What follows belongs to an exercise in optimizing a design on an open flow for a short achievable clock period and few clock cycles; a production flow would make more cautious choices. In this exercise RTL edits were held to simulation tests only and were not proved equivalent to the original. Power figures rest on the tool's default switching activity, not on a simulated workload.

`flow/run.sh`:
```
#!/bin/bash
# synth_recipe.tcl (not shown) runs the flow's synth.tcl, then flattens the netlist and writes it again
# the make line also repeats each setting of config.mk as NAME=value (left out here)
make -C /OpenROAD-flow-scripts/flow DESIGN_CONFIG=/design/flow/config.mk WORK_HOME=/design/flow/orfs CLKGATE_MAP_FILE= SYNTH_SCRIPT=/design/flow/synth_recipe.tcl finish
```
`flow/config.mk`:
```
export PLATFORM = sky130hd
export DESIGN_NAME = Core
export DESIGN_NICKNAME = Core
export VERILOG_FILES = /design/flow/design.v
export SDC_FILE = /design/flow/constraint.sdc
export NUM_CORES = 4
export LEC_CHECK = 0
export CAP_MARGIN = 20
export CORE_MARGIN = 2
export CORE_UTILIZATION = 40
export SLEW_MARGIN = 20
```
`flow/constraint.sdc`:
```
create_clock -name core_clock -period 13.5 [get_ports {clk}]
set_input_delay 2.7000 -clock core_clock [delete_from_list [all_inputs] [get_ports {clk}]]
set_output_delay 2.7000 -clock core_clock [all_outputs]
set_load 0.01 [all_outputs]
```
`flow/design.v`:
```
`timescale 1ns / 1ps
module PipelineDeliver #(
  parameter WIDTH = 1
) (
  input                     clk,
  input                     rst,
  input                     stall_current_stage,
  input                     stall_next_stage,
  input       [WIDTH - 1:0] in,
  output  reg [WIDTH - 1:0] out
);
  always @(posedge clk) begin
    if (rst) begin
      out <= 0;
    end
    else if (stall_current_stage && !stall_next_stage) begin
      out <= 0;
    end
    else if (!stall_current_stage) begin
      out <= in;
    end
  end
endmodule  
`timescale 1ns / 1ps
module PipelineController(
  input   request_from_id,
  input   stall_all,
  output  stall_pc,
  output  stall_if,
  output  stall_id,
  output  stall_ex,
  output  stall_mem,
  output  stall_wb
);
  reg[5:0] stall;
  assign {stall_wb, stall_mem, stall_ex,
          stall_id, stall_if, stall_pc} = stall;
  always @(*) begin
    if (stall_all) begin
      stall <= 6'b111111;
    end
    else if (request_from_id) begin
      stall <= 6'b000111;
    end
    else begin
      stall <= 6'b000000;
    end
  end
endmodule  
`timescale 1ns / 1ps
module RegFile(
  input                       clk,
  input                       rst,
  input                       read_en_1,
  input       [4:0] read_addr_1,
  output  reg [31:0]     read_data_1,
  input                       read_en_2,
  input       [4:0] read_addr_2,
  output  reg [31:0]     read_data_2,
  input                       write_en,
  input       [4:0] write_addr,
  input       [31:0]     write_data
);
  reg[31:0] registers[0:31];
  integer i;
  always @(posedge clk) begin
    if (rst) begin
      for (i = 0; i < 32; i = i + 1) begin
        registers[i] <= 0;
      end
    end
    else if (write_en && |write_addr) begin
      registers[write_addr] <= write_data;
    end
  end
  always @(*) begin
    if (rst) begin
      read_data_1 <= 0;
    end
    else if (read_addr_1 == write_addr && write_en && |write_addr && read_en_1) begin
      read_data_1 <= write_data;
    end
    else if (read_en_1) begin
      read_data_1 <= registers[read_addr_1];
    end
    else begin
      read_data_1 <= 0;
    end
  end
  always @(*) begin
    if (rst) begin
      read_data_2 <= 0;
    end
    else if (read_addr_2 == write_addr && write_en && |write_addr && read_en_2) begin
      read_data_2 <= write_data;
    end
    else if (read_en_2) begin
      read_data_2 <= registers[read_addr_2];
    end
    else begin
      read_data_2 <= 0;
    end
  end
endmodule  
`timescale 1ns / 1ps
module RegReadProxy(
  input                       read_en_1,
  input                       read_en_2,
  input       [4:0] read_addr_1,
  input       [4:0] read_addr_2,
  input       [31:0]     data_1_from_reg,
  input       [31:0]     data_2_from_reg,
  input                       ex_load_flag,
  input                       reg_write_en_from_ex,
  input       [4:0] reg_write_addr_from_ex,
  input       [31:0]     data_from_ex,
  input                       mem_load_flag,
  input                       reg_write_en_from_mem,
  input       [4:0] reg_write_addr_from_mem,
  input       [31:0]     data_from_mem,
  output                      load_related_1,
  output                      load_related_2,
  output  reg [31:0]     read_data_1,
  output  reg [31:0]     read_data_2
);
  assign load_related_1 =
      (ex_load_flag && read_en_1 && read_addr_1 == reg_write_addr_from_ex) ||
      (mem_load_flag && read_en_1 && read_addr_1 == reg_write_addr_from_mem);
  assign load_related_2 =
      (ex_load_flag && read_en_2 && read_addr_2 == reg_write_addr_from_ex) ||
      (mem_load_flag && read_en_2 && read_addr_2 == reg_write_addr_from_mem);
  always @(*) begin
    if (read_en_1) begin
      if (reg_write_en_from_ex && |reg_write_addr_from_ex &&
          read_addr_1 == reg_write_addr_from_ex) begin
        read_data_1 <= data_from_ex;
      end
      else if (reg_write_en_from_mem && |reg_write_addr_from_mem &&
          read_addr_1 == reg_write_addr_from_mem) begin
        read_data_1 <= data_from_mem;
      end
      else begin
        read_data_1 <= data_1_from_reg;
      end
    end
    else begin
      read_data_1 <= 0;
    end
  end
  always @(*) begin
    if (read_en_2) begin
      if (reg_write_en_from_ex && |reg_write_addr_from_ex &&
          read_addr_2 == reg_write_addr_from_ex) begin
        read_data_2 <= data_from_ex;
      end
      else if (reg_write_en_from_mem && |reg_write_addr_from_mem &&
          read_addr_2 == reg_write_addr_from_mem) begin
        read_data_2 <= data_from_mem;
      end
      else begin
        read_data_2 <= data_2_from_reg;
      end
    end
    else begin
      read_data_2 <= 0;
    end
  end
endmodule  
`timescale 1ns / 1ps
module PC(
  input                       clk,
  input                       rst,
  input                       stall_pc,
  input                       branch_flag,
  input       [31:0]     branch_addr,
  output  reg [31:0]     pc,
  output  reg                 rom_en,
  output      [3:0]  rom_write_en,
  output      [31:0]     rom_addr,
  output      [31:0]     rom_write_data
);
  reg[31:0] next_pc;
  assign rom_addr = next_pc;
  assign rom_write_en = 0;
  assign rom_write_data = 0;
  always @(*) begin
    if (!stall_pc) begin
      if (branch_flag) begin
        next_pc <= branch_addr;
      end
      else begin
        next_pc <= pc + 4;
      end
    end
    else begin
      next_pc <= pc;
    end
  end
  always @(posedge clk) begin
    rom_en <= !rst;
  end
  always @(posedge clk) begin
    if (!rom_en) begin
      pc <= 32'hbfc00000 - 4;
    end
    else if (!stall_pc) begin
      pc <= next_pc;
    end
  end
endmodule  
`timescale 1ns / 1ps
module IFID(
  input               clk,
  input               rst,
  input               stall_current_stage,
  input               stall_next_stage,
  input   [31:0] addr_in,
  input   [31:0] inst_in,
  output  [31:0] addr_out,
  output  [31:0] inst_out
);
  PipelineDeliver #(32) ff_addr(
    clk, rst,
    stall_current_stage, stall_next_stage,
    addr_in, addr_out
  );
  PipelineDeliver #(32) ff_inst(
    clk, rst,
    stall_current_stage, stall_next_stage,
    inst_in, inst_out
  );
endmodule  
`timescale 1ns / 1ps
module RegGen(
  input       [5:0]  op,
  input       [4:0] rs,
  input       [4:0] rt,
  input       [4:0] rd,
  output  reg                 reg_read_en_1,
  output  reg                 reg_read_en_2,
  output  reg [4:0] reg_addr_1,
  output  reg [4:0] reg_addr_2,
  output  reg                 reg_write_en,
  output  reg [4:0] reg_write_addr
);
  always @(*) begin
    case (op)
      6'b001001,
      6'b100000, 6'b100011, 6'b100100: begin
        reg_read_en_1 <= 1;
        reg_read_en_2 <= 0;
        reg_addr_1 <= rs;
        reg_addr_2 <= 0;
      end
      6'b000100, 6'b000101,
      6'b101000, 6'b101011,
      6'b000000: begin
        reg_read_en_1 <= 1;
        reg_read_en_2 <= 1;
        reg_addr_1 <= rs;
        reg_addr_2 <= rt;
      end
      default: begin   
        reg_read_en_1 <= 0;
        reg_read_en_2 <= 0;
        reg_addr_1 <= 0;
        reg_addr_2 <= 0;
      end
    endcase
  end
  always @(*) begin
    case (op)
      6'b001001, 6'b001111: begin
        reg_write_en <= 1;
        reg_write_addr <= rt;
      end
      6'b000000: begin
        reg_write_en <= 1;
        reg_write_addr <= rd;
      end
      6'b000011: begin
        reg_write_en <= 1;
        reg_write_addr <= 31;    
      end
      6'b100000, 6'b100100, 6'b100011: begin
        reg_write_en <= 1;
        reg_write_addr <= rt;
      end
      default: begin
        reg_write_en <= 0;
        reg_write_addr <= 0;
      end
    endcase
  end
endmodule  
`timescale 1ns / 1ps
module FunctGen(
  input       [5:0]  op,
  input       [5:0]    funct_in,
  output  reg [5:0]    funct
);
  always @(*) begin
    case (op)
      6'b000000: funct <= funct_in;
      6'b001111: funct <= 6'b100101;
      6'b100000, 6'b100100, 6'b100011,
      6'b101000, 6'b101011, 6'b001001: funct <= 6'b100001;
      6'b000011: funct <= 6'b100101;
      default: funct <= 6'b111111;
    endcase
  end
endmodule  
`timescale 1ns / 1ps
module BranchGen(
  input       [31:0]     addr,
  input       [31:0]     inst,
  input       [5:0]  op,
  input       [5:0]    funct,
  input       [31:0]     reg_data_1,
  input       [31:0]     reg_data_2,
  output  reg                 branch_flag,
  output  reg [31:0]     branch_addr
);
  wire[31:0] addr_plus_4 = addr + 4;
  wire[25:0] jump_addr = inst[25:0];
  wire[31:0] sign_ext_imm_sll2 = {{14{inst[15]}}, inst[15:0], 2'b00};
  always @(*) begin
    case (op)
      6'b000011: begin
        branch_flag <= 1;
        branch_addr <= {addr_plus_4[31:28], jump_addr, 2'b00};
      end
      6'b000000: begin
        if (funct == 6'b001001) begin
          branch_flag <= 1;
          branch_addr <= reg_data_1;
        end
        else begin
          branch_flag <= 0;
          branch_addr <= 0;
        end
      end
      6'b000100: begin
        if (reg_data_1 == reg_data_2) begin
          branch_flag <= 1;
          branch_addr <= addr_plus_4 + sign_ext_imm_sll2;
        end
        else begin
          branch_flag <= 0;
          branch_addr <= 0;
        end
      end
      6'b000101: begin
        if (reg_data_1 != reg_data_2) begin
          branch_flag <= 1;
          branch_addr <= addr_plus_4 + sign_ext_imm_sll2;
        end
        else begin
          branch_flag <= 0;
          branch_addr <= 0;
        end
      end
      default: begin
        branch_flag <= 0;
        branch_addr <= 0;
      end
    endcase
  end
endmodule  
`timescale 1ns / 1ps
module MemGen(
  input       [5:0]  op,
  input       [31:0]     reg_data_2,
  output  reg                 mem_read_flag,
  output  reg                 mem_write_flag,
  output  reg                 mem_sign_ext_flag,
  output  reg [3:0]  mem_sel,
  output  reg [31:0]     mem_write_data
);
  always @(*) begin
    case (op)
      6'b101000, 6'b101011: mem_write_flag <= 1;
      default: mem_write_flag <= 0;
    endcase
  end
  always @(*) begin
    case (op)
      6'b100000, 6'b100100, 6'b100011: mem_read_flag <= 1;
      default: mem_read_flag <= 0;
    endcase
  end
  always @(*) begin
    case (op)
      6'b100000, 6'b100011: mem_sign_ext_flag <= 1;
      default: mem_sign_ext_flag <= 0;
    endcase
  end
  always @(*) begin
    case (op)
      6'b100000, 6'b100100, 6'b101000: mem_sel <= 4'b0001;
      6'b100011, 6'b101011: mem_sel <= 4'b1111;
      default: mem_sel <= 4'b0000;
    endcase
  end
  always @(*) begin
    case (op)
      6'b101000, 6'b101011: mem_write_data <= reg_data_2;
      default: mem_write_data <= 0;
    endcase
  end
endmodule  
`timescale 1ns / 1ps
module OperandGen(
  input       [31:0]       addr,
  input       [5:0]    op,
  input       [5:0]      funct,
  input       [15:0]  imm,
  input       [31:0]       reg_data_1,
  input       [31:0]       reg_data_2,
  output  reg [31:0]       operand_1,
  output  reg [31:0]       operand_2
);
  wire[31:0] link_addr = addr + 8;
  wire[31:0] zero_ext_imm_hi = {imm, 16'b0};
  wire[31:0] sign_ext_imm = {{16{imm[15]}}, imm};
  always @(*) begin
    case (op)
      6'b001001, 6'b001111,
      6'b100000, 6'b100011, 6'b100100, 6'b101000, 6'b101011: begin
        operand_1 <= reg_data_1;
      end
      6'b000000: begin
        operand_1 <= funct == 6'b001001 ? link_addr : reg_data_1;
      end
      6'b000011: begin
        operand_1 <= link_addr;
      end
      default: begin
        operand_1 <= 0;
      end
    endcase
  end
  always @(*) begin
    case (op)
      6'b001111: begin
        operand_2 <= zero_ext_imm_hi;
      end
      6'b001001,
      6'b100000, 6'b100011, 6'b100100, 6'b101000, 6'b101011: begin
        operand_2 <= sign_ext_imm;
      end
      6'b000000: begin
        operand_2 <= reg_data_2;
      end
      default: begin
        operand_2 <= 0;
      end
    endcase
  end
endmodule  
`timescale 1ns / 1ps
module ID(
  input   [31:0]     addr,
  input   [31:0]     inst,
  input                   load_related_1,
  input                   load_related_2,
  output                  reg_read_en_1,
  output  [4:0] reg_addr_1,
  input   [31:0]     reg_data_1,
  output                  reg_read_en_2,
  output  [4:0] reg_addr_2,
  input   [31:0]     reg_data_2,
  output                  stall_request,
  output                  branch_flag,
  output  [31:0]     branch_addr,
  output  [5:0]    funct,
  output  [4:0]    shamt,
  output  [31:0]     operand_1,
  output  [31:0]     operand_2,
  output                  mem_read_flag,
  output                  mem_write_flag,
  output                  mem_sign_ext_flag,
  output  [3:0]  mem_sel,
  output  [31:0]     mem_write_data,
  output                  reg_write_en,
  output  [4:0] reg_write_addr,
  output  [31:0]     current_pc_addr
);
  wire[5:0]    inst_op     = inst[31:26];
  wire[4:0]   inst_rs     = inst[25:21];
  wire[4:0]   inst_rt     = inst[20:16];
  wire[4:0]   inst_rd     = inst[15:11];
  wire[4:0]      inst_shamt  = inst[10:6];
  wire[5:0]      inst_funct  = inst[5:0];
  wire[15:0]  inst_imm    = inst[15:0];
  assign shamt = inst_shamt;
  assign stall_request = load_related_1 || load_related_2;
  assign current_pc_addr = addr;
  RegGen reg_gen(
    .op             (inst_op),
    .rs             (inst_rs),
    .rt             (inst_rt),
    .rd             (inst_rd),
    .reg_read_en_1  (reg_read_en_1),
    .reg_read_en_2  (reg_read_en_2),
    .reg_addr_1     (reg_addr_1),
    .reg_addr_2     (reg_addr_2),
    .reg_write_en   (reg_write_en),
    .reg_write_addr (reg_write_addr)
  );
  FunctGen funct_gen(
    .op       (inst_op),
    .funct_in (inst_funct),
    .funct    (funct)
  );
  OperandGen operand_gen(
    .addr       (addr),
    .op         (inst_op),
    .funct      (inst_funct),
    .imm        (inst_imm),
    .reg_data_1 (reg_data_1),
    .reg_data_2 (reg_data_2),
    .operand_1  (operand_1),
    .operand_2  (operand_2)
  );
  BranchGen branch_gen(
    .addr         (addr),
    .inst         (inst),
    .op           (inst_op),
    .funct        (inst_funct),
    .reg_data_1   (reg_data_1),
    .reg_data_2   (reg_data_2),
    .branch_flag  (branch_flag),
    .branch_addr  (branch_addr)
  );
  MemGen mem_gen(
    .op                 (inst_op),
    .reg_data_2         (reg_data_2),
    .mem_read_flag      (mem_read_flag),
    .mem_write_flag     (mem_write_flag),
    .mem_sign_ext_flag  (mem_sign_ext_flag),
    .mem_sel            (mem_sel),
    .mem_write_data     (mem_write_data)
  );
endmodule  
`timescale 1ns / 1ps
module IDEX(
  input                   clk,
  input                   rst,
  input                   stall_current_stage,
  input                   stall_next_stage,
  input   [5:0]    funct_in,
  input   [4:0]    shamt_in,
  input   [31:0]     operand_1_in,
  input   [31:0]     operand_2_in,
  input                   mem_read_flag_in,
  input                   mem_write_flag_in,
  input                   mem_sign_ext_flag_in,
  input   [3:0]  mem_sel_in,
  input   [31:0]     mem_write_data_in,
  input                   reg_write_en_in,
  input   [4:0] reg_write_addr_in,
  input   [31:0]     current_pc_addr_in,
  output  [5:0]    funct_out,
  output  [4:0]    shamt_out,
  output  [31:0]     operand_1_out,
  output  [31:0]     operand_2_out,
  output                  mem_read_flag_out,
  output                  mem_write_flag_out,
  output                  mem_sign_ext_flag_out,
  output  [3:0]  mem_sel_out,
  output  [31:0]     mem_write_data_out,
  output                  reg_write_en_out,
  output  [4:0] reg_write_addr_out,
  output  [31:0]     current_pc_addr_out
);
  PipelineDeliver #(6) ff_funct(
    clk, rst,
    stall_current_stage, stall_next_stage,
    funct_in, funct_out
  );
  PipelineDeliver #(5) ff_shamt(
    clk, rst,
    stall_current_stage, stall_next_stage,
    shamt_in, shamt_out
  );
  PipelineDeliver #(32) ff_operand_1(
    clk, rst,
    stall_current_stage, stall_next_stage,
    operand_1_in, operand_1_out
  );
  PipelineDeliver #(32) ff_operand_2(
    clk, rst,
    stall_current_stage, stall_next_stage,
    operand_2_in, operand_2_out
  );
  PipelineDeliver #(1) ff_mem_read_flag(
    clk, rst,
    stall_current_stage, stall_next_stage,
    mem_read_flag_in, mem_read_flag_out
  );
  PipelineDeliver #(1) ff_mem_write_flag(
    clk, rst,
    stall_current_stage, stall_next_stage,
    mem_write_flag_in, mem_write_flag_out
  );
  PipelineDeliver #(1) ff_mem_sign_ext_flag(
    clk, rst,
    stall_current_stage, stall_next_stage,
    mem_sign_ext_flag_in, mem_sign_ext_flag_out
  );
  PipelineDeliver #(4) ff_mem_sel(
    clk, rst,
    stall_current_stage, stall_next_stage,
    mem_sel_in, mem_sel_out
  );
  PipelineDeliver #(32) ff_mem_write_data(
    clk, rst,
    stall_current_stage, stall_next_stage,
    mem_write_data_in, mem_write_data_out
  );
  PipelineDeliver #(1) ff_reg_write_en(
    clk, rst,
    stall_current_stage, stall_next_stage,
    reg_write_en_in, reg_write_en_out
  );
  PipelineDeliver #(5) ff_reg_write_addr(
    clk, rst,
    stall_current_stage, stall_next_stage,
    reg_write_addr_in, reg_write_addr_out
  );
  PipelineDeliver #(32) ff_current_pc_addr(
    clk, rst,
    stall_current_stage, stall_next_stage,
    current_pc_addr_in, current_pc_addr_out
  );
endmodule  
`timescale 1ns / 1ps
module EX(
  input       [5:0]    funct,
  input       [4:0]    shamt,
  input       [31:0]     operand_1,
  input       [31:0]     operand_2,
  input                       mem_read_flag_in,
  input                       mem_write_flag_in,
  input                       mem_sign_ext_flag_in,
  input       [3:0]  mem_sel_in,
  input       [31:0]     mem_write_data_in,
  input                       reg_write_en_in,
  input       [4:0] reg_write_addr_in,
  input       [31:0]     current_pc_addr_in,
  output                      ex_load_flag,
  output                      mem_read_flag_out,
  output                      mem_write_flag_out,
  output                      mem_sign_ext_flag_out,
  output      [3:0]  mem_sel_out,
  output      [31:0]     mem_write_data_out,
  output  reg [31:0]     result,
  output                      reg_write_en_out,
  output      [4:0] reg_write_addr_out,
  output      [31:0]     current_pc_addr_out
);
  assign ex_load_flag = mem_read_flag_in;
  assign mem_read_flag_out = mem_read_flag_in;
  assign mem_write_flag_out = mem_write_flag_in;
  assign mem_sign_ext_flag_out = mem_sign_ext_flag_in;
  assign mem_sel_out = mem_sel_in;
  assign mem_write_data_out = mem_write_data_in;
  assign reg_write_en_out = reg_write_en_in && !mem_write_flag_in;
  assign reg_write_addr_out = reg_write_addr_in;
  assign current_pc_addr_out = current_pc_addr_in;
  wire[31:0] operand_2_mux =
      (funct == 6'b100011 || funct == 6'b101010)
        ? (~operand_2) + 1 : operand_2;
  wire[31:0] result_sum = operand_1 + operand_2_mux;
  wire operand_1_lt_operand_2 = funct == 6'b101010 ?
        ((operand_1[31] && !operand_2[31]) ||
          (!operand_1[31] && !operand_2[31] && result_sum[31]) ||
          (operand_1[31] && operand_2[31] && result_sum[31]))
      : (operand_1 < operand_2);
  always @(*) begin
    case (funct)
      6'b001001, 6'b100101: result <= operand_1 | operand_2;
      6'b100100: result <= operand_1 & operand_2;
      6'b100110: result <= operand_1 ^ operand_2;
      6'b101010, 6'b101011: result <= {31'b0, operand_1_lt_operand_2};
      6'b100001, 6'b100011: result <= result_sum;
      6'b000000: result <= operand_2 << shamt;
      6'b000100: result <= operand_2 << operand_1[4:0];
      6'b000110: result <= operand_2 >> operand_1[4:0];
      6'b000111: result <= ({32{operand_2[31]}} << (6'd32 - {1'b0, operand_1[4:0]})) | operand_2 >> operand_1[4:0];
      default: result <= 0;
    endcase
  end
endmodule  
`timescale 1ns / 1ps
module EXMEM(
  input                   clk,
  input                   rst,
  input                   stall_current_stage,
  input                   stall_next_stage,
  input                   mem_read_flag_in,
  input                   mem_write_flag_in,
  input                   mem_sign_ext_flag_in,
  input   [3:0]  mem_sel_in,
  input   [31:0]     mem_write_data_in,
  input   [31:0]     result_in,
  input                   reg_write_en_in,
  input   [4:0] reg_write_addr_in,
  input   [31:0]     current_pc_addr_in,
  output                  mem_read_flag_out,
  output                  mem_write_flag_out,
  output                  mem_sign_ext_flag_out,
  output  [3:0]  mem_sel_out,
  output  [31:0]     mem_write_data_out,
  output  [31:0]     result_out,
  output                  reg_write_en_out,
  output  [4:0] reg_write_addr_out,
  output  [31:0]     current_pc_addr_out
);
  PipelineDeliver #(1) ff_mem_read_flag(
    clk, rst,
    stall_current_stage, stall_next_stage,
    mem_read_flag_in, mem_read_flag_out
  );
  PipelineDeliver #(1) ff_mem_write_flag(
    clk, rst,
    stall_current_stage, stall_next_stage,
    mem_write_flag_in, mem_write_flag_out
  );
  PipelineDeliver #(1) ff_mem_sign_ext_flag(
    clk, rst,
    stall_current_stage, stall_next_stage,
    mem_sign_ext_flag_in, mem_sign_ext_flag_out
  );
  PipelineDeliver #(4) ff_mem_sel(
    clk, rst,
    stall_current_stage, stall_next_stage,
    mem_sel_in, mem_sel_out
  );
  PipelineDeliver #(32) ff_mem_write_data(
    clk, rst,
    stall_current_stage, stall_next_stage,
    mem_write_data_in, mem_write_data_out
  );
  PipelineDeliver #(32) ff_result(
    clk, rst,
    stall_current_stage, stall_next_stage,
    result_in, result_out
  );
  PipelineDeliver #(1) ff_reg_write_en(
    clk, rst,
    stall_current_stage, stall_next_stage,
    reg_write_en_in, reg_write_en_out
  );
  PipelineDeliver #(5) ff_reg_write_addr(
    clk, rst,
    stall_current_stage, stall_next_stage,
    reg_write_addr_in, reg_write_addr_out
  );
  PipelineDeliver #(32) ff_current_pc_addr(
    clk, rst,
    stall_current_stage, stall_next_stage,
    current_pc_addr_in, current_pc_addr_out
  );
endmodule  
`timescale 1ns / 1ps
module MEM(
  input                       mem_read_flag_in,
  input                       mem_write_flag_in,
  input                       mem_sign_ext_flag_in,
  input       [3:0]  mem_sel_in,
  input       [31:0]     mem_write_data,
  input       [31:0]     result_in,
  input                       reg_write_en_in,
  input       [4:0] reg_write_addr_in,
  input       [31:0]     current_pc_addr_in,
  output                      ram_en,
  output      [3:0]  ram_write_en,
  output      [31:0]     ram_addr,
  output  reg [31:0]     ram_write_data,
  output                      mem_load_flag,
  output                      mem_read_flag_out,
  output                      mem_write_flag_out,
  output                      mem_sign_ext_flag_out,
  output      [3:0]  mem_sel_out,
  output      [31:0]     result_out,
  output                      reg_write_en_out,
  output      [4:0] reg_write_addr_out,
  output      [31:0]     current_pc_addr_out
);
  reg[3:0] ram_write_sel;
  assign mem_load_flag = mem_read_flag_in;
  assign mem_read_flag_out = mem_read_flag_in;
  assign mem_write_flag_out = mem_write_flag_in;
  assign mem_sign_ext_flag_out = mem_sign_ext_flag_in;
  assign mem_sel_out = mem_sel_in;
  assign result_out = result_in;
  assign reg_write_en_out = reg_write_en_in;
  assign reg_write_addr_out = reg_write_addr_in;
  assign current_pc_addr_out = current_pc_addr_in;
  wire[31:0] address = result_in;
  assign ram_en = mem_write_flag_in || mem_read_flag_in;
  assign ram_write_en = mem_write_flag_in ? ram_write_sel : 0;
  assign ram_addr = mem_write_flag_in || mem_read_flag_in
      ? {address[31:2], 2'b00} : 0;
  always @(*) begin
    if (mem_write_flag_in) begin
      if (mem_sel_in == 4'b0001) begin    
        case (address[1:0])
          2'b00: ram_write_sel <= 4'b0001;
          2'b01: ram_write_sel <= 4'b0010;
          2'b10: ram_write_sel <= 4'b0100;
          2'b11: ram_write_sel <= 4'b1000;
          default: ram_write_sel <= 4'b0000;
        endcase
      end
      else if (mem_sel_in == 4'b1111) begin    
        case (address[1:0])
          2'b00: ram_write_sel <= 4'b1111;
          default: ram_write_sel <= 4'b0000;
        endcase
      end
      else begin
        ram_write_sel <= 4'b0000;
      end
    end
    else begin
      ram_write_sel <= 4'b0000;
    end
  end
  always @(*) begin
    if (mem_write_flag_in) begin
      if (mem_sel_in == 4'b0001) begin
        case (address[1:0])
          2'b00: ram_write_data <= mem_write_data;
          2'b01: ram_write_data <= mem_write_data << 8;
          2'b10: ram_write_data <= mem_write_data << 16;
          2'b11: ram_write_data <= mem_write_data << 24;
        endcase
      end
      else if (mem_sel_in == 4'b1111) begin
        case (address[1:0])
          2'b00: ram_write_data <= mem_write_data;
          default: ram_write_data <= 0;
        endcase
      end
      else begin
        ram_write_data <= 0;
      end
    end
    else begin
      ram_write_data <= 0;
    end
  end
endmodule  
`timescale 1ns / 1ps
module MEMWB(
  input                   clk,
  input                   rst,
  input                   stall_current_stage,
  input                   stall_next_stage,
  input   [31:0]     ram_read_data_in,
  input                   mem_read_flag_in,
  input                   mem_write_flag_in,
  input                   mem_sign_ext_flag_in,
  input   [3:0]  mem_sel_in,
  input   [31:0]     result_in,
  input                   reg_write_en_in,
  input   [4:0] reg_write_addr_in,
  input   [31:0]     current_pc_addr_in,
  output  [31:0]     ram_read_data_out,
  output                  mem_read_flag_out,
  output                  mem_write_flag_out,
  output                  mem_sign_ext_flag_out,
  output  [3:0]  mem_sel_out,
  output  [31:0]     result_out,
  output                  reg_write_en_out,
  output  [4:0] reg_write_addr_out,
  output  [31:0]     current_pc_addr_out
);
  PipelineDeliver #(32) ff_ram_read_data(
    clk, rst,
    stall_current_stage, stall_next_stage,
    ram_read_data_in, ram_read_data_out
  );
  PipelineDeliver #(1) ff_mem_read_flag(
    clk, rst,
    stall_current_stage, stall_next_stage,
    mem_read_flag_in, mem_read_flag_out
  );
  PipelineDeliver #(1) ff_mem_write_flag(
    clk, rst,
    stall_current_stage, stall_next_stage,
    mem_write_flag_in, mem_write_flag_out
  );
  PipelineDeliver #(1) ff_mem_sign_ext_flag(
    clk, rst,
    stall_current_stage, stall_next_stage,
    mem_sign_ext_flag_in, mem_sign_ext_flag_out
  );
  PipelineDeliver #(4) ff_mem_sel(
    clk, rst,
    stall_current_stage, stall_next_stage,
    mem_sel_in, mem_sel_out
  );
  PipelineDeliver #(32) ff_result(
    clk, rst,
    stall_current_stage, stall_next_stage,
    result_in, result_out
  );
  PipelineDeliver #(1) ff_reg_write_en(
    clk, rst,
    stall_current_stage, stall_next_stage,
    reg_write_en_in, reg_write_en_out
  );
  PipelineDeliver #(5) ff_reg_write_addr(
    clk, rst,
    stall_current_stage, stall_next_stage,
    reg_write_addr_in, reg_write_addr_out
  );
  PipelineDeliver #(32) ff_current_pc_addr(
    clk, rst,
    stall_current_stage, stall_next_stage,
    current_pc_addr_in, current_pc_addr_out
  );
endmodule  
`timescale 1ns / 1ps
module WB(
  input       [31:0]     ram_read_data,
  input                       mem_read_flag,
  input                       mem_write_flag,
  input                       mem_sign_ext_flag,
  input       [3:0]  mem_sel,
  input       [31:0]     result_in,
  input                       reg_write_en_in,
  input       [4:0] reg_write_addr_in,
  input       [31:0]     current_pc_addr_in,
  output  reg [31:0]     result_out,
  output                      reg_write_en_out,
  output      [4:0] reg_write_addr_out,
  output                      debug_reg_write_en,
  output      [31:0]     debug_pc_addr_out
);
  assign reg_write_en_out = reg_write_en_in;
  assign reg_write_addr_out = reg_write_addr_in;
  assign debug_reg_write_en = reg_write_en_out;
  assign debug_pc_addr_out = current_pc_addr_in;
  wire[31:0] address = result_in;
  always @(*) begin
    if (mem_read_flag) begin
      if (mem_sel == 4'b0001) begin
        case(address[1:0])
          2'b00: result_out <= mem_sign_ext_flag ? {{24{ram_read_data[7]}}, ram_read_data[7:0]} : {24'b0, ram_read_data[7:0]};
          2'b01: result_out <= mem_sign_ext_flag ? {{24{ram_read_data[15]}}, ram_read_data[15:8]} : {24'b0, ram_read_data[15:8]};
          2'b10: result_out <= mem_sign_ext_flag ? {{24{ram_read_data[23]}}, ram_read_data[23:16]} : {24'b0, ram_read_data[23:16]};
          2'b11: result_out <= mem_sign_ext_flag ? {{24{ram_read_data[31]}}, ram_read_data[31:24]} : {24'b0, ram_read_data[31:24]};
        endcase
      end
      else if (mem_sel == 4'b1111) begin
        case (address[1:0])
          2'b00: result_out <= ram_read_data;
          default: result_out <= 0;
        endcase
      end
      else begin
        result_out <= 0;
      end
    end
    else if (mem_write_flag) begin
      result_out <= 0;
    end
    else begin
      result_out <= result_in;
    end
  end
endmodule  
`timescale 1ns / 1ps
module Core(
  input                   clk,
  input                   rst,
  input                   stall,
  output                  rom_en,
  output  [3:0]  rom_write_en,
  output  [31:0]     rom_addr,
  input   [31:0]     rom_read_data,
  output  [31:0]     rom_write_data,
  output                  ram_en,
  output  [3:0]  ram_write_en,
  output  [31:0]     ram_addr,
  input   [31:0]     ram_read_data,
  output  [31:0]     ram_write_data,
  output                  debug_reg_write_en,
  output  [4:0] debug_reg_write_addr,
  output  [31:0]     debug_reg_write_data,
  output  [31:0]     debug_pc_addr
);
  wire stall_pc_conn, stall_if_conn, stall_id_conn,
       stall_ex_conn, stall_mem_conn, stall_wb_conn;
  wire pc_branch_flag;
  wire[31:0] pc_branch_addr, pc_pc, ifid_addr;
  wire[31:0] ifid_inst;
  PC pc_stage(
    .clk            (clk),
    .rst            (rst),
    .stall_pc       (stall_pc_conn),
    .branch_flag    (pc_branch_flag),
    .branch_addr    (pc_branch_addr),
    .pc             (pc_pc),
    .rom_en         (rom_en),
    .rom_write_en   (rom_write_en),
    .rom_addr       (rom_addr),
    .rom_write_data (rom_write_data)
  );
  IFID ifid(
    .clk                  (clk),
    .rst                  (rst),
    .stall_current_stage  (stall_if_conn),
    .stall_next_stage     (stall_id_conn),
    .addr_in              (pc_pc),
    .inst_in              (rom_read_data),
    .addr_out             (ifid_addr),
    .inst_out             (ifid_inst)
  );
  wire id_load_related_1, id_load_related_2;
  wire id_reg_read_en_1, id_reg_read_en_2;
  wire[4:0] id_reg_addr_1, id_reg_addr_2;
  wire[31:0] id_reg_data_1, id_reg_data_2;
  wire id_stall_request;
  wire[5:0] id_funct, idex_funct;
  wire[4:0] id_shamt, idex_shamt;
  wire[31:0] id_operand_1, id_operand_2;
  wire[31:0] idex_operand_1, idex_operand_2;
  wire id_mem_read_flag, id_mem_write_flag, id_mem_sign_ext_flag;
  wire idex_mem_read_flag, idex_mem_write_flag, idex_mem_sign_ext_flag;
  wire[3:0] id_mem_sel, idex_mem_sel;
  wire[31:0] id_mem_write_data, idex_mem_write_data;
  wire id_reg_write_en, idex_reg_write_en;
  wire[4:0] id_reg_write_addr, idex_reg_write_addr;
  wire[31:0] id_current_pc_addr, idex_current_pc_addr;
  ID id_stage(
    .addr               (ifid_addr),
    .inst               (ifid_inst),
    .load_related_1     (id_load_related_1),
    .load_related_2     (id_load_related_2),
    .reg_read_en_1      (id_reg_read_en_1),
    .reg_addr_1         (id_reg_addr_1),
    .reg_data_1         (id_reg_data_1),
    .reg_read_en_2      (id_reg_read_en_2),
    .reg_addr_2         (id_reg_addr_2),
    .reg_data_2         (id_reg_data_2),
    .stall_request      (id_stall_request),
    .branch_flag        (pc_branch_flag),
    .branch_addr        (pc_branch_addr),
    .funct              (id_funct),
    .shamt              (id_shamt),
    .operand_1          (id_operand_1),
    .operand_2          (id_operand_2),
    .mem_read_flag      (id_mem_read_flag),
    .mem_write_flag     (id_mem_write_flag),
    .mem_sign_ext_flag  (id_mem_sign_ext_flag),
    .mem_sel            (id_mem_sel),
    .mem_write_data     (id_mem_write_data),
    .reg_write_en       (id_reg_write_en),
    .reg_write_addr     (id_reg_write_addr),
    .current_pc_addr    (id_current_pc_addr)
  );
  IDEX idex(
    .clk                    (clk),
    .rst                    (rst),
    .stall_current_stage    (stall_id_conn),
    .stall_next_stage       (stall_ex_conn),
    .funct_in               (id_funct),
    .shamt_in               (id_shamt),
    .operand_1_in           (id_operand_1),
    .operand_2_in           (id_operand_2),
    .mem_read_flag_in       (id_mem_read_flag),
    .mem_write_flag_in      (id_mem_write_flag),
    .mem_sign_ext_flag_in   (id_mem_sign_ext_flag),
    .mem_sel_in             (id_mem_sel),
    .mem_write_data_in      (id_mem_write_data),
    .reg_write_en_in        (id_reg_write_en),
    .reg_write_addr_in      (id_reg_write_addr),
    .current_pc_addr_in     (id_current_pc_addr),
    .funct_out              (idex_funct),
    .shamt_out              (idex_shamt),
    .operand_1_out          (idex_operand_1),
    .operand_2_out          (idex_operand_2),
    .mem_read_flag_out      (idex_mem_read_flag),
    .mem_write_flag_out     (idex_mem_write_flag),
    .mem_sign_ext_flag_out  (idex_mem_sign_ext_flag),
    .mem_sel_out            (idex_mem_sel),
    .mem_write_data_out     (idex_mem_write_data),
    .reg_write_en_out       (idex_reg_write_en),
    .reg_write_addr_out     (idex_reg_write_addr),
    .current_pc_addr_out    (idex_current_pc_addr)
  );
  wire ex_ex_load_flag;
  wire ex_mem_read_flag, ex_mem_write_flag, ex_mem_sign_ext_flag;
  wire exmem_mem_read_flag, exmem_mem_write_flag, exmem_mem_sign_ext_flag;
  wire[3:0] ex_mem_sel, exmem_mem_sel;
  wire[31:0] ex_mem_write_data, ex_result;
  wire[31:0] exmem_mem_write_data, exmem_result;
  wire ex_reg_write_en, exmem_reg_write_en;
  wire[4:0] ex_reg_write_addr, exmem_reg_write_addr;
  wire[31:0] ex_current_pc_addr, exmem_current_pc_addr;
  EX ex_stage(
    .funct                  (idex_funct),
    .shamt                  (idex_shamt),
    .operand_1              (idex_operand_1),
    .operand_2              (idex_operand_2),
    .mem_read_flag_in       (idex_mem_read_flag),
    .mem_write_flag_in      (idex_mem_write_flag),
    .mem_sign_ext_flag_in   (idex_mem_sign_ext_flag),
    .mem_sel_in             (idex_mem_sel),
    .mem_write_data_in      (idex_mem_write_data),
    .reg_write_en_in        (idex_reg_write_en),
    .reg_write_addr_in      (idex_reg_write_addr),
    .current_pc_addr_in     (idex_current_pc_addr),
    .ex_load_flag           (ex_ex_load_flag),
    .mem_read_flag_out      (ex_mem_read_flag),
    .mem_write_flag_out     (ex_mem_write_flag),
    .mem_sign_ext_flag_out  (ex_mem_sign_ext_flag),
    .mem_sel_out            (ex_mem_sel),
    .mem_write_data_out     (ex_mem_write_data),
    .result                 (ex_result),
    .reg_write_en_out       (ex_reg_write_en),
    .reg_write_addr_out     (ex_reg_write_addr),
    .current_pc_addr_out    (ex_current_pc_addr)
  );
  EXMEM exmem(
    .clk                    (clk),
    .rst                    (rst),
    .stall_current_stage    (stall_ex_conn),
    .stall_next_stage       (stall_mem_conn),
    .mem_read_flag_in       (ex_mem_read_flag),
    .mem_write_flag_in      (ex_mem_write_flag),
    .mem_sign_ext_flag_in   (ex_mem_sign_ext_flag),
    .mem_sel_in             (ex_mem_sel),
    .mem_write_data_in      (ex_mem_write_data),
    .result_in              (ex_result),
    .reg_write_en_in        (ex_reg_write_en),
    .reg_write_addr_in      (ex_reg_write_addr),
    .current_pc_addr_in     (ex_current_pc_addr),
    .mem_read_flag_out      (exmem_mem_read_flag),
    .mem_write_flag_out     (exmem_mem_write_flag),
    .mem_sign_ext_flag_out  (exmem_mem_sign_ext_flag),
    .mem_sel_out            (exmem_mem_sel),
    .mem_write_data_out     (exmem_mem_write_data),
    .result_out             (exmem_result),
    .reg_write_en_out       (exmem_reg_write_en),
    .reg_write_addr_out     (exmem_reg_write_addr),
    .current_pc_addr_out    (exmem_current_pc_addr)
  );
  wire mem_mem_load_flag;
  wire mem_mem_read_flag, mem_mem_write_flag, mem_mem_sign_ext_flag;
  wire memwb_mem_read_flag, memwb_mem_write_flag, memwb_mem_sign_ext_flag;
  wire[3:0] mem_mem_sel, memwb_mem_sel;
  wire[31:0] mem_result, memwb_result, memwb_ram_read_data;
  wire mem_reg_write_en, memwb_reg_write_en;
  wire[4:0] mem_reg_write_addr, memwb_reg_write_addr;
  wire[31:0] mem_current_pc_addr, memwb_current_pc_addr;
  MEM mem_stage(
    .mem_read_flag_in       (exmem_mem_read_flag),
    .mem_write_flag_in      (exmem_mem_write_flag),
    .mem_sign_ext_flag_in   (exmem_mem_sign_ext_flag),
    .mem_sel_in             (exmem_mem_sel),
    .mem_write_data         (exmem_mem_write_data),
    .result_in              (exmem_result),
    .reg_write_en_in        (exmem_reg_write_en),
    .reg_write_addr_in      (exmem_reg_write_addr),
    .current_pc_addr_in     (exmem_current_pc_addr),
    .ram_en                 (ram_en),
    .ram_write_en           (ram_write_en),
    .ram_addr               (ram_addr),
    .ram_write_data         (ram_write_data),
    .mem_load_flag          (mem_mem_load_flag),
    .mem_read_flag_out      (mem_mem_read_flag),
    .mem_write_flag_out     (mem_mem_write_flag),
    .mem_sign_ext_flag_out  (mem_mem_sign_ext_flag),
    .mem_sel_out            (mem_mem_sel),
    .result_out             (mem_result),
    .reg_write_en_out       (mem_reg_write_en),
    .reg_write_addr_out     (mem_reg_write_addr),
    .current_pc_addr_out    (mem_current_pc_addr)
  );
  MEMWB memwb(
    .clk                    (clk),
    .rst                    (rst),
    .stall_current_stage    (stall_mem_conn),
    .stall_next_stage       (stall_wb_conn),
    .ram_read_data_in       (ram_read_data),
    .mem_read_flag_in       (mem_mem_read_flag),
    .mem_write_flag_in      (mem_mem_write_flag),
    .mem_sign_ext_flag_in   (mem_mem_sign_ext_flag),
    .mem_sel_in             (mem_mem_sel),
    .result_in              (mem_result),
    .reg_write_en_in        (mem_reg_write_en),
    .reg_write_addr_in      (mem_reg_write_addr),
    .current_pc_addr_in     (mem_current_pc_addr),
    .ram_read_data_out      (memwb_ram_read_data),
    .mem_read_flag_out      (memwb_mem_read_flag),
    .mem_write_flag_out     (memwb_mem_write_flag),
    .mem_sign_ext_flag_out  (memwb_mem_sign_ext_flag),
    .mem_sel_out            (memwb_mem_sel),
    .result_out             (memwb_result),
    .reg_write_en_out       (memwb_reg_write_en),
    .reg_write_addr_out     (memwb_reg_write_addr),
    .current_pc_addr_out    (memwb_current_pc_addr)
  );
  wire[31:0] wb_result;
  wire wb_reg_write_en;
  wire[4:0] wb_reg_write_addr;
  assign debug_reg_write_addr = wb_reg_write_addr;
  assign debug_reg_write_data = wb_result;
  WB wb_stage(
    .ram_read_data      (memwb_ram_read_data),
    .mem_read_flag      (memwb_mem_read_flag),
    .mem_write_flag     (memwb_mem_write_flag),
    .mem_sign_ext_flag  (memwb_mem_sign_ext_flag),
    .mem_sel            (memwb_mem_sel),
    .result_in          (memwb_result),
    .reg_write_en_in    (memwb_reg_write_en),
    .reg_write_addr_in  (memwb_reg_write_addr),
    .current_pc_addr_in (memwb_current_pc_addr),
    .result_out         (wb_result),
    .reg_write_en_out   (wb_reg_write_en),
    .reg_write_addr_out (wb_reg_write_addr),
    .debug_reg_write_en (debug_reg_write_en),
    .debug_pc_addr_out  (debug_pc_addr)
  );
  wire[31:0] regfile_read_data_1, regfile_read_data_2;
  RegFile regfile(
    .clk          (clk),
    .rst          (rst),
    .read_en_1    (id_reg_read_en_1),
    .read_addr_1  (id_reg_addr_1),
    .read_data_1  (regfile_read_data_1),
    .read_en_2    (id_reg_read_en_2),
    .read_addr_2  (id_reg_addr_2),
    .read_data_2  (regfile_read_data_2),
    .write_en     (wb_reg_write_en),
    .write_addr   (wb_reg_write_addr),
    .write_data   (wb_result)
  );
  RegReadProxy reg_read_proxy(
    .read_en_1                (id_reg_read_en_1),
    .read_en_2                (id_reg_read_en_2),
    .read_addr_1              (id_reg_addr_1),
    .read_addr_2              (id_reg_addr_2),
    .data_1_from_reg          (regfile_read_data_1),
    .data_2_from_reg          (regfile_read_data_2),
    .ex_load_flag             (ex_ex_load_flag),
    .reg_write_en_from_ex     (ex_reg_write_en),
    .reg_write_addr_from_ex   (ex_reg_write_addr),
    .data_from_ex             (ex_result),
    .mem_load_flag            (mem_mem_load_flag),
    .reg_write_en_from_mem    (mem_reg_write_en),
    .reg_write_addr_from_mem  (mem_reg_write_addr),
    .data_from_mem            (mem_result),
    .load_related_1           (id_load_related_1),
    .load_related_2           (id_load_related_2),
    .read_data_1              (id_reg_data_1),
    .read_data_2              (id_reg_data_2)
  );
  PipelineController pipeline_controller(
    .request_from_id  (id_stall_request),
    .stall_all        (stall),
    .stall_pc         (stall_pc_conn),
    .stall_if         (stall_if_conn),
    .stall_id         (stall_id_conn),
    .stall_ex         (stall_ex_conn),
    .stall_mem        (stall_mem_conn),
    .stall_wb         (stall_wb_conn)
  );
endmodule  
```
==> summary.txt <==
Status = no timing/DRC/antenna violations
Final setup fails = 0
Total track usage = 42.2%
CTS Root Cell = clkbuf_16
Maximum vdd ir drop = 122 uV
Final TNS setup = 0 ps
CTS Sinks = 1485
# DRC = 0
Vias in the first global route = 80300
Routability congestion estimate from global placement = 1.11
Max-cap violations = 0
Site Rows = 175
Period Utilization, post-route = 97.4%
Die Footprint = 234000 um^2
Core area = 228000 um^2
Seq/Total Area, Yosys = 43.5%
Design area = 104000 um^2
Fraction of layout cells with a size suffix above 1 = 13.8%
Setup Skew = 74.3 ps
First-pass DRT Iterations = 9
Max Freq = 0.0761 GHz
Initial antenna violation count = 57
Most common cell after layout, fill and taps aside = nor2_1
R2R setup slack = 4390 ps
Setup CP Type = flip-flop to output pin
Hold buffers post-CTS = 0
Crit-path max cell delay = 1080 ps
Leakage power total = 36.0 nW
Max clock buf depth = 3
Worst Path Required = 10800 ps
Cts repair resizes = 0
Port bufs = 236
Later-pin clock latency in the skew report = 910 ps
Reg2reg start = ifid.ff_inst.out[31]$_SDFFE_PP0N_
Vias = 87500
Cell Chain, Critical Path = nand2b_1 -> nor3_4 -> buf_4 -> o211a_1 -> nor2_1 -> and3_1 -> o31ai_1 -> a22oi_1 -> nor4b_1 -> a22oi_1 -> a211oi_1 -> or4b_4 -> o31ai_4 -> nand2_2 -> and3_1 -> nor4_1 -> clkdlybuf4s50_1
Post-Layout Cell Count = 12600
Worst slew pin tran = 1380 ps
Max reg flops = 1024
Slew Limit Headroom = 7.25%
Max Slew Vio Count = 0
Initial DRC count = 14600
First-pass GRT wire length = 690 mm
Largest Register = regfile.registers
Clock transition at path regs = 60 ps
Type of origin of the critical path = flip-flop
CP endpoint kind = output pin
I/O pin count = 275
# fillers = 21500
Final Critical Period = 13150 ps
Most frequent cells in the layout = nor2_1, edfxtp_1, nand2_1
RSZ-0062 raised after global routing = false
Maximum fanout along the worst path = 25
Post-route ant nets = 0
Area Growth Syn to Fin = 13.1%
Routed wire length = 511 mm
Initial Util = 40.3%
Ys Warns = 17
Setup Buffers After CTS = 0
Final Hold Vio Count = 0
Asr flop ratio synth = 0%
Arrival time worst endpoint = 10450 ps
WHS = 456 ps
Dpl ws = 1770 ps
HP Class = flip-flop to flip-flop
Die Y = 483 um
Pwr/cell area = 122 nW/um^2
Synth Flop Type = edfxtp_1
Placed Area = 97900 um^2
Number of buffers created by CTS = 173
Critical Path Source = ifid.ff_inst.out[31]$_SDFFE_PP0N_
Critical path's slowest cell = o31ai_1
Cell Count Post-Placement = 12300
Fin nets = 9693
Drt via density = 6.92
Largest net degree at the start of global routing = 131
Yosys reg bits = 1485
Hold path start = idex.ff_current_pc_addr.out[1]$_SDFFE_PP0N_
Worst setup margin = 352 ps
GR Overflow Total = 0
Mean area per synthesized cell = 9.65 um^2
Cell area after synthesis = 91900 um^2
TritonCTS clock tree = done
Final HPWL DP = 357 mm
Post-synth cell types = 139
Horiz. Die Dim = 483 um
Post-detailed-route wirelength per cell = 40.4 um
Cell count after synthesis = 9523
Htree depth = 4
Post-synth EDFFs = 1024
## final cells by class
type                       instances  area (um^2)  share of cell area (%)
antenna                           32         80.1                  0.0770
clock buffer                     218         4680                    4.50
clock inverter                   101         1130                    1.08
inverter                         196          736                   0.707
multi-input combinational       6950        47700                    45.9
sequential                      1485        40000                    38.5
tap                             3009         3760                    3.62
timing repair buffer             657         5850                    5.63
## worst paths after layout
check | end | cells past startpoint
max | rom_addr[24] | 17
min | idex.ff_current_pc_addr.out[1]$_SDFFE_PP0N_ | 2
max reg2reg | pc_stage.pc[25]$_SDFFE_PN1N_ | 16
min reg2reg | idex.ff_current_pc_addr.out[1]$_SDFFE_PP0N_ | 2
## Yosys cell counts (139+ instances only)
master | number | area (um^2)
mux4_2 | 293 | 6600
ha_1 | 161 | 2010
clkbuf_1 | 603 | 2260
nand2_1 | 693 | 2600
inv_1 | 185 | 694
o211ai_1 | 145 | 1090
o21ai_0 | 299 | 1500
edfxtp_1 | 1024 | 30700
nor2_1 | 1794 | 6730
a21oi_1 | 618 | 3090
a211oi_1 | 139 | 1040
buf_2 | 171 | 856
nand3_1 | 143 | 716
mux2i_1 | 473 | 4730
nor3_1 | 172 | 861
dfxtp_1 | 461 | 9230
## per-stage QoR
step / total power, W / util [%]
final: 0.0127 / 45.6
after global routing: 0.0129 / 45.6
after global placement: 0.00776 / 42.9
after detailed placement: 0.00777 / 43.0
after CTS: 0.0126 / 45.5
after floorplan: 0.00659 / -
## logic make-up (layout without fill, tap and decap cells)
family,Yosys count,after routing,synth area share (%)
AND/OR/NAND/NOR,3321,3321,15.8
AO/OA/AOI/OAI,2358,2358,17.7
flip-flops,1485,1485,43.5
buffers and inverters,1157,1172,5.48
multiplexers,870,870,13.6
XOR/XNOR,168,168,1.62
adder cells (fa/ha/maj),163,163,2.24
other,1,102,0.00408
## worst max-delay path: cells and delay by family (launching register included)
kind	cells	cell delay, ps
buf+inv	2	1040
flops	1	780
compound gates	6	3310
simple gates	9	4400
## where the power goes
group	leakage [nW]	internal, W	total (W)	switching, W
clock	2.82	0.00273	0.00488	0.00215
sequential	14.3	0.00502	0.00522	0.000201
combinational	18.8	0.000777	0.00263	0.00186
total	36.0	0.00853	0.0127	0.00421
## per-layer routing
layer	wire length, um	up-vias	global-route usage, %
met1	179000	43400	50.2
met2	215000	6965	61.5
met3	64300	1875	15.2
met5	577	-	0.510
li1	-	35200	-
met4	51300	50	33.9
Testbench counts, summed over its fixed seeds: cycles 73,023.

## separate check: timing with driven ports
How much do the figures lean on ideal ports? The routed layout below was timed once more, with nothing changed but the port constraints. Step 1 sets driving cells, clkbuf_16 on the clock port and buf_2 on the other inputs (assumed; they add their load-dependent delay and slew). Step 2, shift: input delay + t, output delay - t, t = (earliest + latest rising clock arrival at the registers) / 2. This alone moves slack from input paths to output paths. Three values: ideal ports, drivers, drivers and shift; two values: the first two.
shift t [ns]: 0.967
slack for setup (ns): 0.352 / 0.260 / 1.226
worst setup path at the end: register to output
clock arrival spread, ns: 0.079 / 0.079
After both steps setup and hold are still met in this run. For this run, drivers alone change the setup slack by -0.092 ns; drivers and shift together by +0.874 ns.
